From an optimization exercise on the open Yosys and OpenROAD flow, aimed at small area and a short achievable clock period; shortcuts taken in it are not production practice.
RTL that was checked went through simulation tests only; none was proved equivalent to the original.
The RTL of runs 2 and 3 was laid out without a check of its function.
Power figures rest on the tool's default switching activity, not on a simulated workload.

==> flow/design.v, too long to show whole: its modules and the start of the top module <==
// module divider: 3429 lines
module divider
(
    input              clk,
    input              reset,
    input  [31:0]      A,
    input  [31:0]      B,
    input              start,
    input  [7:0]       Physical_address_in,
    input  [31:0]      PC_in,
    input              divider_op_in,
    output             divide_zero_exception,
    output [31:0]      Result,
    output [7:0]       Physical_address_out,
    output [31:0]      PC_out,
    output             done
);
  // ...
==> flow/flow/run.sh <==
#!/bin/bash
set -euo pipefail
export BUFFER_PORTS_ARGS="-buffer_cell sky130_fd_sc_hd__buf_1"
export RECOVER_POWER=100

bash standard.sh > standard.log 2>&1
==> flow/standard.sh <==
#!/bin/bash
# synth_recipe.tcl (not shown) runs the flow's synth.tcl, then flattens the netlist and writes it again
# the make line also repeats each setting of config.mk as NAME=value (left out here)
make -C /OpenROAD-flow-scripts/flow DESIGN_CONFIG=/design/flow/config.mk WORK_HOME=/design/flow/orfs CLKGATE_MAP_FILE= SYNTH_SCRIPT=/design/flow/synth_recipe.tcl "${@:-finish}"
==> flow/config.mk <==
export PLATFORM = sky130hd
export DESIGN_NAME = divider
export DESIGN_NICKNAME = divider
export VERILOG_FILES = /design/flow/design.v
export SDC_FILE = /design/flow/constraint.sdc
export NUM_CORES = 8
export LEC_CHECK = 0
export ABC_AREA = 1
export CAP_MARGIN = 5
export CORE_MARGIN = 2
export CORE_UTILIZATION = 40
export CTS_CLUSTER_DIAMETER = 100
export CTS_CLUSTER_SIZE = 28
export GPL_TIMING_DRIVEN = 0
export SETUP_SLACK_MARGIN = 0.1
export SLEW_MARGIN = 5
==> flow/constraint.sdc <==
create_clock -name core_clock -period 8.0 [get_ports {clk}]
set_input_delay 1.6000 -clock core_clock [delete_from_list [all_inputs] [get_ports {clk}]]
set_output_delay 1.6000 -clock core_clock [all_outputs]
set_load 0.01 [all_outputs]
==> reports/qor.csv, run 1 <==
stage,metric,value,unit
synthesis,synth_cell_types,65,
final_layout,seq_cells,790,
synthesis,postSynthNetCount,8404,
drt,detail-route-antenna-nets,0,
pwr,finalPower,13.3,mW
drt,routed.top_layer,met5,
clocking,post_cts_buffers,120,
worst_setup_path,reg2reg_depth,45,
drt,wirelength,201000,um
global_routing,gr-total-overflow,0,
worst_setup_path,crit_type,flop to flop,
place,gp_congestion,0.979,
final_layout,stdcell_area,0.0682,mm2
run_status,outcome,finished clean,
pwr,p_switching,5.57,mW
place,place_worst_setup_slack,-2460,ps
synthesis,synthArstFlopShare,0,%
timing,min_period_over_period,96.6,%
worst_setup_path,max_stage_delay,560,ps
drt,wirelength_met1,83900,um
drt,drtIter0Drc,3635,
clocking,cts_made_buffers,43,
min_path,hp-class,flop to flop,
drt,route.vias.total,50200,
final_layout,layout.nets,8898,
worst_setup_path,cp.depth,45,
synthesis,synth-adder-area-share,30.7,%
final_layout,multi_input_area,0.0411,mm2
final_layout,diodes,3,
global_routing,grt_pass1_wl,298000,um
clocking,clk_latency,690,ps
global_routing,grt_use_met3,4.62,%
synthesis,yosys.area_share.simple,20.4,%
pwr,pg_seq,4.81,mW
synthesis,syn-mean-instance-area,8.30,um2
synthesis,yosys-top-cells-count,"1540 x nand2_1, 875 x inv_1, 816 x ha_1",
drt,drt-wirelength-per-cell,21.1,um
synthesis,yosys-top-cells-area,"dfxtp_1 27%, ha_1 17%, fa_1 13%",
synthesis,synth_most_common_cell,nand2_1,
pwr,powerDensity,195,mW/mm2
pwr,p_comb,5.89,mW
worst_setup_path,cp_num_buf_inv,6,
Testbench counts, summed over its fixed seeds: latency 120,000, ops 24,000.
==> run 2: changes to the inputs <==
--- a/flow/design.v
+++ b/flow/design.v
@@ -11,17 +11,137 @@
     output             divide_zero_exception,
     output [31:0]      Result,
     output [7:0]       Physical_address_out,
     output [31:0]      PC_out,
     output             done
 );
     wire [31:0] x0 = A;
     wire [31:0] d0 = B;
-    wire [33:0] e0 = {2'b0, B} + {1'b0, B, 1'b0};   
+    wire [31:0] ea = B[31:1];
+    wire [31:0] eb = B[31:0];
+    wire [31:0] tb3_g0 = {1'b0, ea} & eb;
+    wire [31:0] tb3_p0 = {1'b0, ea} ^ eb;
+    wire tb3_l0_1_g = tb3_g0[1] | (tb3_p0[1] & tb3_g0[0]);
+    wire tb3_l0_1_p = tb3_p0[1] & tb3_p0[0];
+    wire tb3_l0_3_g = tb3_g0[3] | (tb3_p0[3] & tb3_g0[2]);
+    wire tb3_l0_3_p = tb3_p0[3] & tb3_p0[2];
+    wire tb3_l0_5_g = tb3_g0[5] | (tb3_p0[5] & tb3_g0[4]);
+    wire tb3_l0_5_p = tb3_p0[5] & tb3_p0[4];
+    wire tb3_l0_7_g = tb3_g0[7] | (tb3_p0[7] & tb3_g0[6]);
+    wire tb3_l0_7_p = tb3_p0[7] & tb3_p0[6];
+    wire tb3_l0_9_g = tb3_g0[9] | (tb3_p0[9] & tb3_g0[8]);
+    wire tb3_l0_9_p = tb3_p0[9] & tb3_p0[8];
+    wire tb3_l0_11_g = tb3_g0[11] | (tb3_p0[11] & tb3_g0[10]);
+    wire tb3_l0_11_p = tb3_p0[11] & tb3_p0[10];
+    wire tb3_l0_13_g = tb3_g0[13] | (tb3_p0[13] & tb3_g0[12]);
+    wire tb3_l0_13_p = tb3_p0[13] & tb3_p0[12];
+    wire tb3_l0_15_g = tb3_g0[15] | (tb3_p0[15] & tb3_g0[14]);
+    wire tb3_l0_15_p = tb3_p0[15] & tb3_p0[14];
+    wire tb3_l0_17_g = tb3_g0[17] | (tb3_p0[17] & tb3_g0[16]);
+    wire tb3_l0_17_p = tb3_p0[17] & tb3_p0[16];
+    wire tb3_l0_19_g = tb3_g0[19] | (tb3_p0[19] & tb3_g0[18]);
+    wire tb3_l0_19_p = tb3_p0[19] & tb3_p0[18];
+    wire tb3_l0_21_g = tb3_g0[21] | (tb3_p0[21] & tb3_g0[20]);
+    wire tb3_l0_21_p = tb3_p0[21] & tb3_p0[20];
+    wire tb3_l0_23_g = tb3_g0[23] | (tb3_p0[23] & tb3_g0[22]);
+    wire tb3_l0_23_p = tb3_p0[23] & tb3_p0[22];
+    wire tb3_l0_25_g = tb3_g0[25] | (tb3_p0[25] & tb3_g0[24]);
+    wire tb3_l0_25_p = tb3_p0[25] & tb3_p0[24];
+    wire tb3_l0_27_g = tb3_g0[27] | (tb3_p0[27] & tb3_g0[26]);
+    wire tb3_l0_27_p = tb3_p0[27] & tb3_p0[26];
+    wire tb3_l0_29_g = tb3_g0[29] | (tb3_p0[29] & tb3_g0[28]);
+    wire tb3_l0_29_p = tb3_p0[29] & tb3_p0[28];
+    wire tb3_l0_31_g = tb3_g0[31] | (tb3_p0[31] & tb3_g0[30]);
+    wire tb3_l0_31_p = tb3_p0[31] & tb3_p0[30];
+    wire tb3_l1_3_g = tb3_l0_3_g | (tb3_l0_3_p & tb3_l0_1_g);
+    wire tb3_l1_3_p = tb3_l0_3_p & tb3_l0_1_p;
+    wire tb3_l1_7_g = tb3_l0_7_g | (tb3_l0_7_p & tb3_l0_5_g);
+    wire tb3_l1_7_p = tb3_l0_7_p & tb3_l0_5_p;
+    wire tb3_l1_11_g = tb3_l0_11_g | (tb3_l0_11_p & tb3_l0_9_g);
+    wire tb3_l1_11_p = tb3_l0_11_p & tb3_l0_9_p;
+    wire tb3_l1_15_g = tb3_l0_15_g | (tb3_l0_15_p & tb3_l0_13_g);
+    wire tb3_l1_15_p = tb3_l0_15_p & tb3_l0_13_p;
+    wire tb3_l1_19_g = tb3_l0_19_g | (tb3_l0_19_p & tb3_l0_17_g);
+    wire tb3_l1_19_p = tb3_l0_19_p & tb3_l0_17_p;
+    wire tb3_l1_23_g = tb3_l0_23_g | (tb3_l0_23_p & tb3_l0_21_g);
+    wire tb3_l1_23_p = tb3_l0_23_p & tb3_l0_21_p;
+    wire tb3_l1_27_g = tb3_l0_27_g | (tb3_l0_27_p & tb3_l0_25_g);
+    wire tb3_l1_27_p = tb3_l0_27_p & tb3_l0_25_p;
+    wire tb3_l1_31_g = tb3_l0_31_g | (tb3_l0_31_p & tb3_l0_29_g);
+    wire tb3_l1_31_p = tb3_l0_31_p & tb3_l0_29_p;
+    wire tb3_l2_7_g = tb3_l1_7_g | (tb3_l1_7_p & tb3_l1_3_g);
+    wire tb3_l2_7_p = tb3_l1_7_p & tb3_l1_3_p;
+    wire tb3_l2_15_g = tb3_l1_15_g | (tb3_l1_15_p & tb3_l1_11_g);
+    wire tb3_l2_15_p = tb3_l1_15_p & tb3_l1_11_p;
+    wire tb3_l2_23_g = tb3_l1_23_g | (tb3_l1_23_p & tb3_l1_19_g);
+    wire tb3_l2_23_p = tb3_l1_23_p & tb3_l1_19_p;
+    wire tb3_l2_31_g = tb3_l1_31_g | (tb3_l1_31_p & tb3_l1_27_g);
+    wire tb3_l2_31_p = tb3_l1_31_p & tb3_l1_27_p;
+    wire tb3_l3_15_g = tb3_l2_15_g | (tb3_l2_15_p & tb3_l2_7_g);
+    wire tb3_l3_15_p = tb3_l2_15_p & tb3_l2_7_p;
+    wire tb3_l3_31_g = tb3_l2_31_g | (tb3_l2_31_p & tb3_l2_23_g);
+    wire tb3_l3_31_p = tb3_l2_31_p & tb3_l2_23_p;
+    wire tb3_l4_31_g = tb3_l3_31_g | (tb3_l3_31_p & tb3_l3_15_g);
+    wire tb3_l4_31_p = tb3_l3_31_p & tb3_l3_15_p;
+    wire tb3_l5_23_g = tb3_l2_23_g | (tb3_l2_23_p & tb3_l3_15_g);
+    wire tb3_l5_23_p = tb3_l2_23_p & tb3_l3_15_p;
+    wire tb3_l6_11_g = tb3_l1_11_g | (tb3_l1_11_p & tb3_l2_7_g);
+    wire tb3_l6_11_p = tb3_l1_11_p & tb3_l2_7_p;
+    wire tb3_l6_19_g = tb3_l1_19_g | (tb3_l1_19_p & tb3_l3_15_g);
+    wire tb3_l6_19_p = tb3_l1_19_p & tb3_l3_15_p;
+    wire tb3_l6_27_g = tb3_l1_27_g | (tb3_l1_27_p & tb3_l5_23_g);
+    wire tb3_l6_27_p = tb3_l1_27_p & tb3_l5_23_p;
+    wire tb3_l7_5_g = tb3_l0_5_g | (tb3_l0_5_p & tb3_l1_3_g);
+    wire tb3_l7_5_p = tb3_l0_5_p & tb3_l1_3_p;
+    wire tb3_l7_9_g = tb3_l0_9_g | (tb3_l0_9_p & tb3_l2_7_g);
+    wire tb3_l7_9_p = tb3_l0_9_p & tb3_l2_7_p;
+    wire tb3_l7_13_g = tb3_l0_13_g | (tb3_l0_13_p & tb3_l6_11_g);
+    wire tb3_l7_13_p = tb3_l0_13_p & tb3_l6_11_p;
+    wire tb3_l7_17_g = tb3_l0_17_g | (tb3_l0_17_p & tb3_l3_15_g);
+    wire tb3_l7_17_p = tb3_l0_17_p & tb3_l3_15_p;
+    wire tb3_l7_21_g = tb3_l0_21_g | (tb3_l0_21_p & tb3_l6_19_g);
+    wire tb3_l7_21_p = tb3_l0_21_p & tb3_l6_19_p;
+    wire tb3_l7_25_g = tb3_l0_25_g | (tb3_l0_25_p & tb3_l5_23_g);
+    wire tb3_l7_25_p = tb3_l0_25_p & tb3_l5_23_p;
+    wire tb3_l7_29_g = tb3_l0_29_g | (tb3_l0_29_p & tb3_l6_27_g);
+    wire tb3_l7_29_p = tb3_l0_29_p & tb3_l6_27_p;
+    wire tb3_l8_2_g = tb3_g0[2] | (tb3_p0[2] & tb3_l0_1_g);
+    wire tb3_l8_2_p = tb3_p0[2] & tb3_l0_1_p;
+    wire tb3_l8_4_g = tb3_g0[4] | (tb3_p0[4] & tb3_l1_3_g);
+    wire tb3_l8_4_p = tb3_p0[4] & tb3_l1_3_p;
+    wire tb3_l8_6_g = tb3_g0[6] | (tb3_p0[6] & tb3_l7_5_g);
+    wire tb3_l8_6_p = tb3_p0[6] & tb3_l7_5_p;
+    wire tb3_l8_8_g = tb3_g0[8] | (tb3_p0[8] & tb3_l2_7_g);
+    wire tb3_l8_8_p = tb3_p0[8] & tb3_l2_7_p;
+    wire tb3_l8_10_g = tb3_g0[10] | (tb3_p0[10] & tb3_l7_9_g);
+    wire tb3_l8_10_p = tb3_p0[10] & tb3_l7_9_p;
+    wire tb3_l8_12_g = tb3_g0[12] | (tb3_p0[12] & tb3_l6_11_g);
+    wire tb3_l8_12_p = tb3_p0[12] & tb3_l6_11_p;
+    wire tb3_l8_14_g = tb3_g0[14] | (tb3_p0[14] & tb3_l7_13_g);
+    wire tb3_l8_14_p = tb3_p0[14] & tb3_l7_13_p;
+    wire tb3_l8_16_g = tb3_g0[16] | (tb3_p0[16] & tb3_l3_15_g);
+    wire tb3_l8_16_p = tb3_p0[16] & tb3_l3_15_p;
+    wire tb3_l8_18_g = tb3_g0[18] | (tb3_p0[18] & tb3_l7_17_g);
+    wire tb3_l8_18_p = tb3_p0[18] & tb3_l7_17_p;
+    wire tb3_l8_20_g = tb3_g0[20] | (tb3_p0[20] & tb3_l6_19_g);
+    wire tb3_l8_20_p = tb3_p0[20] & tb3_l6_19_p;
+    wire tb3_l8_22_g = tb3_g0[22] | (tb3_p0[22] & tb3_l7_21_g);
+    wire tb3_l8_22_p = tb3_p0[22] & tb3_l7_21_p;
+    wire tb3_l8_24_g = tb3_g0[24] | (tb3_p0[24] & tb3_l5_23_g);
+    wire tb3_l8_24_p = tb3_p0[24] & tb3_l5_23_p;
+    wire tb3_l8_26_g = tb3_g0[26] | (tb3_p0[26] & tb3_l7_25_g);
+    wire tb3_l8_26_p = tb3_p0[26] & tb3_l7_25_p;
+    wire tb3_l8_28_g = tb3_g0[28] | (tb3_p0[28] & tb3_l6_27_g);
+    wire tb3_l8_28_p = tb3_p0[28] & tb3_l6_27_p;
+    wire tb3_l8_30_g = tb3_g0[30] | (tb3_p0[30] & tb3_l7_29_g);
+    wire tb3_l8_30_p = tb3_p0[30] & tb3_l7_29_p;
+    wire [31:0] tb3_cin = {tb3_l8_30_g, tb3_l7_29_g, tb3_l8_28_g, tb3_l6_27_g, tb3_l8_26_g, tb3_l7_25_g, tb3_l8_24_g, tb3_l5_23_g, tb3_l8_22_g, tb3_l7_21_g, tb3_l8_20_g, tb3_l6_19_g, tb3_l8_18_g, tb3_l7_17_g, tb3_l8_16_g, tb3_l3_15_g, tb3_l8_14_g, tb3_l7_13_g, tb3_l8_12_g, tb3_l6_11_g, tb3_l8_10_g, tb3_l7_9_g, tb3_l8_8_g, tb3_l2_7_g, tb3_l8_6_g, tb3_l7_5_g, tb3_l8_4_g, tb3_l1_3_g, tb3_l8_2_g, tb3_l0_1_g, tb3_g0[0], 1'b0};
+    wire [32:0] tb3_sum = {tb3_l4_31_g, tb3_p0 ^ tb3_cin};
+    wire [33:0] e0 = {tb3_sum, B[0]};   
     wire        v0 = start;
     wire        op0 = divider_op_in;
     wire        z0 = (A != 32'd0) && (B == 32'd0);
     wire [7:0]  pa0 = Physical_address_in;
     wire [31:0] pc0 = PC_in;
     wire [31:0] x0_0 = x0;
     wire [1:0] s0_0_x = x0_0[31:30];
     wire [34:0] s0_0_m0 = 35'd0;
==> flow/run.sh (new file) <==
#!/bin/bash
# synth_recipe.tcl (not shown) runs the flow's synth.tcl, then flattens the netlist and writes it again
# the make line also repeats each setting of config.mk as NAME=value (left out here)
make -C /OpenROAD-flow-scripts/flow DESIGN_CONFIG=/design/flow/config.mk WORK_HOME=/design/flow/orfs CLKGATE_MAP_FILE= SYNTH_SCRIPT=/design/flow/synth_recipe.tcl finish
==> flow/config.mk (replaced) <==
export PLATFORM = sky130hd
export DESIGN_NAME = divider
export DESIGN_NICKNAME = divider
export VERILOG_FILES = /design/flow/design.v
export SDC_FILE = /design/flow/constraint.sdc
export NUM_CORES = 8
export LEC_CHECK = 0
export ABC_AREA = 1
export CAP_MARGIN = 20
export CORE_MARGIN = 2
export CORE_UTILIZATION = 40
export GPL_TIMING_DRIVEN = 0
export SLEW_MARGIN = 20
removed: flow/flow/run.sh
removed: flow/standard.sh
==> run 2 against run 1 <==
  * Clock skew shrank 28 ps
  * Total power increased by 12%
  * Global-route usage increased by 0.92 points
  * Critical path type is now input pin to flop
  * Highest routed layer is now met4
==> reports/qor.csv, run 2 <==
stage,metric,value,unit,change
run_status,outcome,finished clean,,
pwr,powerDensity,208,mW/mm2,+7.0%
synthesis,postSynthNetCount,8284,,-1.4%
floorplan,core,0.144,mm2,
drt,drc,0,,
place,place_worst_setup_slack,-2950,ps,-487 ps
timing,min_period_over_period,96.8,%,+0.22 points
drt,viasPerCell,5.27,,
pwr,combPwrFrac,38.4,%,
synthesis,ys_warn_count,1,,
drt,dr.pass1.iters,6,,
timing,tns,0,ps,
clocking,hold_buffers,0,,
final_layout,synthToLayoutAreaGrowth,22.3,%,
floorplan,io_pins,182,,
final_layout,fin_util,49.4,%,
drt,route.vias.total,50100,,-0.024%
final_layout,seqCellArea,0.0160,mm2,
place,gp_congestion,0.977,,-0.21%
drt,detail-route-antenna-nets,0,,unchanged
final_layout,multi_input_area,0.0409,mm2,-0.31%
synthesis,synth_edf_count,0,,
worst_setup_path,cpMostUsedCell,nand2_2,,
synthesis,synth_seq_area_share,27.2,%,
floorplan,row_count,139,,
timing,hold-worst-slack,304,ps,
final_layout,final_common_cell,nand2_1,,
synthesis,synth_top_family_by_area,adder cells,,
worst_setup_path,crit_arrival,8330,ps,
clocking,cts_root_buffer,clkbuf_16,,
pwr,finalPower,14.8,mW,+12%
place,port_buffers,181,,
worst_setup_path,critPathCaptureType,flop,,
synthesis,synth_largest_area_cell,dfxtp_1,,
synthesis,yosys-top-cells-count,"1591 x nand2_1, 830 x inv_1, 814 x ha_1",,
floorplan,die_h,385,um,
timing,setup_violations,0,,
drt,drtIter0Drc,3619,,-0.44%
final_layout,drive_above_1_share,16.9,%,
pwr,seqPwrFrac,32.7,%,
global_routing,grt_pass1_wl,300000,um,+0.68%
global_routing,grt.total_usage,26.9,%,
pwr,internal_power,9.20,mW,
flow_run,maxCapViolations,0,,
synthesis,synth_most_common_cell,nand2_1,,
clocking,clk_pin_slew,60,ps,
pwr,swShare,37.9,%,
synthesis,synth_cell_types,60,,-7.7%
worst_setup_path,required,8590,ps,
timing,fmax,0.129,GHz,
timing,layout_setup_ws,258,ps,
synthesis,syn-mean-instance-area,8.36,um2,+0.83%
worst_setup_path,critPathSlowestCell,fa_2,,
synthesis,syn-cell-area,0.0582,mm2,
timing,worstMarginPinSlew,1290,ps,
synthesis,synth.top_cell.area_share,27.2,%,
place,hpwlAfterDp,163000,um,
pwr,p_switching,5.61,mW,+0.64%
worst_setup_path,crit_type,input pin to flop,,
floorplan,die_x,385,um,
synthesis,yosys-top-cells-area,"dfxtp_1 27%, ha_1 18%, fa_1 14%",,
worst_setup_path,critPathMaxFanout,6,,
pwr,p_clk_share,28.9,%,
timing,clock_skew,35.0,ps,
worst_setup_path,max_stage_delay,500,ps,-60 ps
synthesis,yosys.area_share.simple,20.1,%,-0.28 points
synthesis,synthXorXnorAreaFrac,5.29,%,
synthesis,ys_seq_elements,790,,
pwr,peakVddDrop,0.000180,V,
global_routing,first_global_vias,48600,,
global_routing,grt_max_degree,15,,
pwr,leakage,34.5,nW,
final_layout,layout.nets,8860,,-0.43%
timing,hold_viol,0,,
clocking,clock_path_buffers,3,,
worst_setup_path,start_kind,input pin,,
timing,grt_setup_unrepaired,true,,
clocking,tritoncts,yes,,
floorplan,die-area,0.148,mm2,
timing,period_minus_slack,7740,ps,
final_layout,n_fill_cell,13900,,
floorplan,initial_utilization,40.4,%,
timing,slew_headroom,13.2,%,
clocking,clk_latency,710,ps,+20 ps
min_path,hp-class,flop to flop,,
synthesis,synthFlopType,dfxtp_1,,
synthesis,synthArstFlopShare,0,%,unchanged
worst_setup_path,cp_num_buf_inv,6,,unchanged
drt,drt-wirelength-per-cell,21.4,um,+1.5%
global_routing,gr-total-overflow,0,,unchanged
synthesis,synth-adder-area-share,31.6,%,+0.80 points
timing,maxSlewViolCount,0,,
synthesis,synth_mux_area_share,0,%,
final_layout,final_cell_mix,"1463 x nand2_1, 757 x ha_1, 754 x inv_1",,
clocking,cts-htree-levels,3,,
drt,wirelength,204000,um,+1.4%
worst_setup_path,critPathTopFamily,simple AND/OR/NAND/NOR gates,,
clocking,clock-sinks,790,,
clocking,cts_made_buffers,90,,+110%
synthesis,syn-instance-count,6954,,
synthesis,synth_compound_area_share,9.39,%,
global_routing,antenna_found_initial,19,,
==> run 2: timing repair <==
| item | 4_1_cts | 5_1_grt |
|---|---|---|
| setup endpoints to repair | 100 | 101 |
| cloned | 0 | 3 |
| resized for setup | 509 | 528 |
| buffers inserted | 132 | 168 |
| pin swaps | 50 | 134 |
==> run 2: worst paths after layout <==
| path | startpoint | to | slack (ps) | cells after the start |
|---|---|---|---|---|
| worst max-delay path | B[4] | x1[28] | 260 | 43 |
| worst min-delay path | x1[9] | x2[9] | 300 | 0 |
| worst max register to register | d4[21] | x5[20] | 350 | 52 |
| worst min register to register | x1[9] | x2[9] | 300 | 0 |
==> run 2: power by group through the flow <==
stage	Combinational, mW	Clock (mW)	Sequential (mW)
floorplan	3.69	0	4.61
global route	6.41	4.52	4.87
global placement	4.99	0	4.93
detailed placement	5.11	0	4.93
CTS	5.35	4.37	4.84
finish	5.69	4.28	4.84
==> run 2: area by class of cell <==
type	count	share of cell area [%]
tap	1903	3.35
clock buffer	116	3.46
clock inverter	46	0.839
multi-input combinational	5181	57.5
timing repair buffer	486	5.92
antenna	10	0.0352
sequential	790	22.5
inverter	850	4.85
buffer	131	1.51
==> run 2: metal layers <==
metal	wire (um)	track usage, %	share of wire (%)
met3	11700	3.66	5.7
met1	86200	34.5	42
met2	94300	44.1	46
met4	11700	14.0	5.7
met5	0	0	0
==> run 2: worst reg2reg max path, delay by kind of cell, from the launching register on <==
kind                       cells  cell delay, ps
adders and majority gates      3            1030
and+or+nand+nor               35            3540
AOI/OAI and AO/OA              7            1260
DFF                            1             530
buffers and inverters          7            1260
==> run 2: per-stage QoR <==
stage,cells,area [um2]
after detailed placement,9040,62400
after global routing,9505,71100
final,9513,71200
after global placement,9038,62400
after CTS,9333,67900
after floorplan,6954,58200
==> run 2: kinds of logic (layout without fill, tap and decap cells) <==
family,after synthesis,in the layout
flops,790,790
xor+xnor,351,351
compound gates,885,885
fa+ha+maj,1222,1222
simple gates,2723,2723
other cells,0,10
buf+inv,983,1629
==> run 3: changes to the inputs <==
==> flow/flow/run.sh (new file) <==
#!/bin/bash
set -euo pipefail
export BUFFER_PORTS_ARGS="-buffer_cell sky130_fd_sc_hd__buf_2"
export RECOVER_POWER=100
bash standard.sh > standard.log 2>&1
==> flow/standard.sh (new file) <==
#!/bin/bash
# synth_recipe.tcl (not shown) runs the flow's synth.tcl, then flattens the netlist and writes it again
# the make line also repeats each setting of config.mk as NAME=value (left out here)
make -C /OpenROAD-flow-scripts/flow DESIGN_CONFIG=/design/flow/config.mk WORK_HOME=/design/flow/orfs CLKGATE_MAP_FILE= SYNTH_SCRIPT=/design/flow/synth_recipe.tcl "${@:-finish}"
--- a/flow/config.mk
+++ b/flow/config.mk
@@ -6,8 +6,11 @@
 export NUM_CORES = 8
 export LEC_CHECK = 0
 export ABC_AREA = 1
-export CAP_MARGIN = 20
+export CAP_MARGIN = 5
 export CORE_MARGIN = 2
 export CORE_UTILIZATION = 40
+export CTS_CLUSTER_DIAMETER = 100
+export CTS_CLUSTER_SIZE = 28
 export GPL_TIMING_DRIVEN = 0
-export SLEW_MARGIN = 20
+export SETUP_SLACK_MARGIN = 0.1
+export SLEW_MARGIN = 5
removed: flow/run.sh
==> run 3 against run 2 <==
  * Still clean on timing, DRC and antenna
  * Utilization down 1.2 points
  * Cell count down 0.38%
  * Clock skew up 36 ps
  * Routed wire length down 0.33%
  * Cell area down 2.4%
  * Sequential cell count unchanged
  * Count of clock-buffer cells in the layout down 70
  * Sequential share of layout area up 0.57 points
  * Synthesized cell count unchanged
  * Via count down 0.62%
  * Critical endpoint is now x1[30]
  * Largest power group unchanged
==> reports/qor.csv, run 3 <==
stage,metric,value,unit,change
timing,maxSlewViolCount,0,,unchanged
synthesis,synthArstFlopShare,0,%,unchanged
global_routing,grt_max_degree,29,,+14
global_routing,first_global_vias,48500,,-0.32%
synthesis,postSynthNetCount,8284,,unchanged
place,port_buffers,181,,unchanged
synthesis,syn-instance-count,6954,,unchanged
run_status,outcome,finished clean,,
timing,setup_violations,0,,unchanged
floorplan,die_h,385,um,unchanged
clocking,tritoncts,yes,,
floorplan,initial_utilization,40.4,%,unchanged
synthesis,syn-mean-instance-area,8.36,um2,unchanged
pwr,leakage,34.0,nW,-1.3%
place,post-place-cells,9040,,unchanged
final_layout,final_common_cell,nand2_1,,
floorplan,io_pins,182,,unchanged
clocking,clk_pin_slew,90,ps,+30 ps
worst_setup_path,reg2reg_depth,51,,-1.9%
synthesis,ys_warn_count,1,,unchanged
final_layout,final_cell_mix,"1444 x nand2_1, 751 x ha_1, 747 x inv_1",,
synthesis,synth_cell_types,60,,unchanged
pwr,powerDensity,190,mW/mm2,-8.5%
timing,period_minus_slack,7740,ps,-5.06 ps
timing,slew_headroom,15.5,%,+2.3 points
place,gp_congestion,0.953,,-2.4%
worst_setup_path,critPathMaxFanout,6,,unchanged
floorplan,die-area,0.148,mm2,unchanged
timing,fmax,0.129,GHz,about the same
worst_setup_path,r2r_setup_slack,300,ps,-50 ps
min_path,holdCritStartpoint,x2[10],,
timing,clock_skew,71.0,ps,+36.0 ps
global_routing,grt_pass1_wl,298000,um,-0.49%
drt,dr.pass1.iters,6,,unchanged
floorplan,row_count,139,,unchanged
timing,hold_viol,0,,unchanged
drt,detail-route-antenna-nets,0,,unchanged
worst_setup_path,crit_arrival,8350,ps,+20 ps
worst_setup_path,critPathTopFamily,simple AND/OR/NAND/NOR gates,,
flow_run,maxCapViolations,0,,unchanged
synthesis,synth_edf_count,0,,unchanged
final_layout,drive_above_1_share,19.4,%,+2.5 points
final_layout,fin_util,48.2,%,-1.2 points
floorplan,core,0.144,mm2,unchanged
worst_setup_path,cp_num_buf_inv,5,,-1
pwr,finalPower,13.2,mW,-11%
timing,grt_setup_unrepaired,true,,
synthesis,ys_seq_elements,790,,unchanged
synthesis,yosys-top-cells-count,"1591 x nand2_1, 830 x inv_1, 814 x ha_1",,
final_layout,synthToLayoutAreaGrowth,19.4,%,
synthesis,synth_largest_area_cell,dfxtp_1,,
clocking,cts-htree-levels,2,,-1
synthesis,synth_most_common_cell,nand2_1,,
timing,min_period_over_period,96.7,%,about the same
global_routing,grt.total_usage,26.7,%,-0.21 points
clocking,hold_buffers,0,,unchanged
clocking,cts_made_buffers,45,,-50%
floorplan,die_x,385,um,unchanged
global_routing,gr-total-overflow,0,,unchanged
clocking,cts_root_buffer,clkbuf_16,,
drt,wirelength,203000,um,-0.33%
worst_setup_path,required,8610,ps,+20 ps
drt,drc,0,,unchanged
synthesis,syn-cell-area,0.0582,mm2,unchanged
clocking,clk_latency,700,ps,about the same
worst_setup_path,critPathCaptureType,flop,,
synthesis,synth_seq_area_share,27.2,%,unchanged
drt,drt-wirelength-per-cell,21.4,um,about the same
final_layout,layout.nets,8873,,+0.15%
min_path,hp-class,flop to flop,,
min_path,hold_end,x3[10],,
worst_setup_path,critPathSlowestCell,fa_1,,
synthesis,synthFlopType,dfxtp_1,,
drt,viasPerCell,5.26,,-0.24%
worst_setup_path,max_stage_delay,530,ps,+30 ps
synthesis,yosys-top-cells-area,"dfxtp_1 27%, ha_1 18%, fa_1 14%",,
global_routing,antenna_found_initial,19,,unchanged
worst_setup_path,start_kind,input pin,,
worst_setup_path,reg2reg_to,q4[1],,
worst_setup_path,crit_type,input pin to flop,,
drt,drtIter0Drc,3496,,-3.4%
place,hpwlAfterDp,163000,um,about the same
worst_setup_path,cpMostUsedCell,nand2_2,,
pwr,peakVddDrop,0.000204,V,+13%
final_layout,final_cells,9477,,-0.38%
timing,worstMarginPinSlew,1260,ps,-34.3 ps
clocking,clock_path_buffers,3,,unchanged
clocking,clock-sinks,790,,unchanged
drt,route.vias.total,49800,,-0.62%
worst_setup_path,regToRegStartpoint,e3[2],,
min_path,min_delay_path_depth,0,,unchanged
synthesis,synth.top_cell.area_share,27.2,%,unchanged
## run 3: cell counts after synthesis
No cell type changed its count.
## run 3: final cells by class
class	instances	area, um2
timing repair buffer	542	3720
clock buffer	46	1130
tap	1903	2380
clock inverter	27	469
sequential	790	16000
antenna	5	12.5
inverter	850	3460
fill	13900	74600
buffer	133	1130
multi-input combinational	5181	41100
## run 3: worst max path at each step
stage                      from  endpoint  slack [ps]  depth (start not counted)
final                      B[1]    x1[30]         260                         44
after global routing       B[1]    x1[29]        -140                         46
after CTS                 d3[1]    x4[30]          60                         51
after detailed placement  e3[0]    x4[30]       -3180                         48
after global placement    e3[0]    x4[30]       -3000                         48
after floorplan            B[1]    x1[28]         130                         45
## run 3: cells by family after synthesis
kind of cell / after synthesis / share of synthesized area (%)
AND/OR/NAND/NOR: 2723 / 20.1
buffers and inverters: 983 / 6.50
AO/OA/AOI/OAI: 885 / 9.39
adder cells (fa/ha/maj): 1222 / 31.6
flip-flops: 790 / 27.2
XOR/XNOR: 351 / 5.29
## run 3: timing repair
item                                    CTS  global route
endpoints found under the setup margin  100           100
resized for setup                       554           500
buffers inserted                        154           202
gates cloned                              0             2
pin swaps                                73           172
## run 3: report_power, final
group / internal, mW / switching (mW)
clock network: 1.17 / 1.59
logic: 2.33 / 3.31
registers: 4.29 / 0.535
## run 3: layer usage
layer / wire, um / vias up / share of wire, % / global-route usage [%]
met5: 30 / - / 0.015 / 0
met3: 11500 / 407 / 5.7 / 3.21
met1: 86600 / 23900 / 43 / 34.4
li1: - / 24000 / - / -
met4: 12200 / 4 / 6.0 / 13.2
met2: 92900 / 1465 / 46 / 44.2
## run 3: metrics by stage
step / hold slack, ps / setup TNS, ps / setup WS (ps) / instance area, um2
detailed placement: 312 / -218670 / -3180 / 61500
global placement: 310 / -208630 / -3000 / 61500
CTS: 302 / 0 / 58.0 / 66000
floorplan: 310 / 0 / 126 / 58200
global route: 318 / -1850 / -144 / 69400
finish: 302 / 0 / 263 / 69400

[static timing again, ports no longer ideal]
No port has a modelled driver above. Below, the same layouts with a new extraction and two added sets of constraints. Step 1 assumes that a clkbuf_16 drives the clock port and a buf_2 every other input. Step 2 times the ports against the registers' clock, not the clock port: input delays grow and output delays shrink by t, the midpoint of the rising clock arrivals with the driver on. a / b / c = ideal ports / drivers / drivers and shift; a / b = the first two.
run	shift t [ns]	slack for setup (ns)	pins driven straight from the clock port
run 1	0.744	0.275 / 0.275 / -0.143	1
run 2	0.780	0.258 / 0.284 / -0.495	1
run 3	0.751	0.263 / 0.290 / -0.461	1
With both steps, setup timing fails in every run listed, where it was met with ideal ports. The setup slack of run 2, which loses most, moves by +0.026 ns with the drivers and by -0.753 ns with both steps.
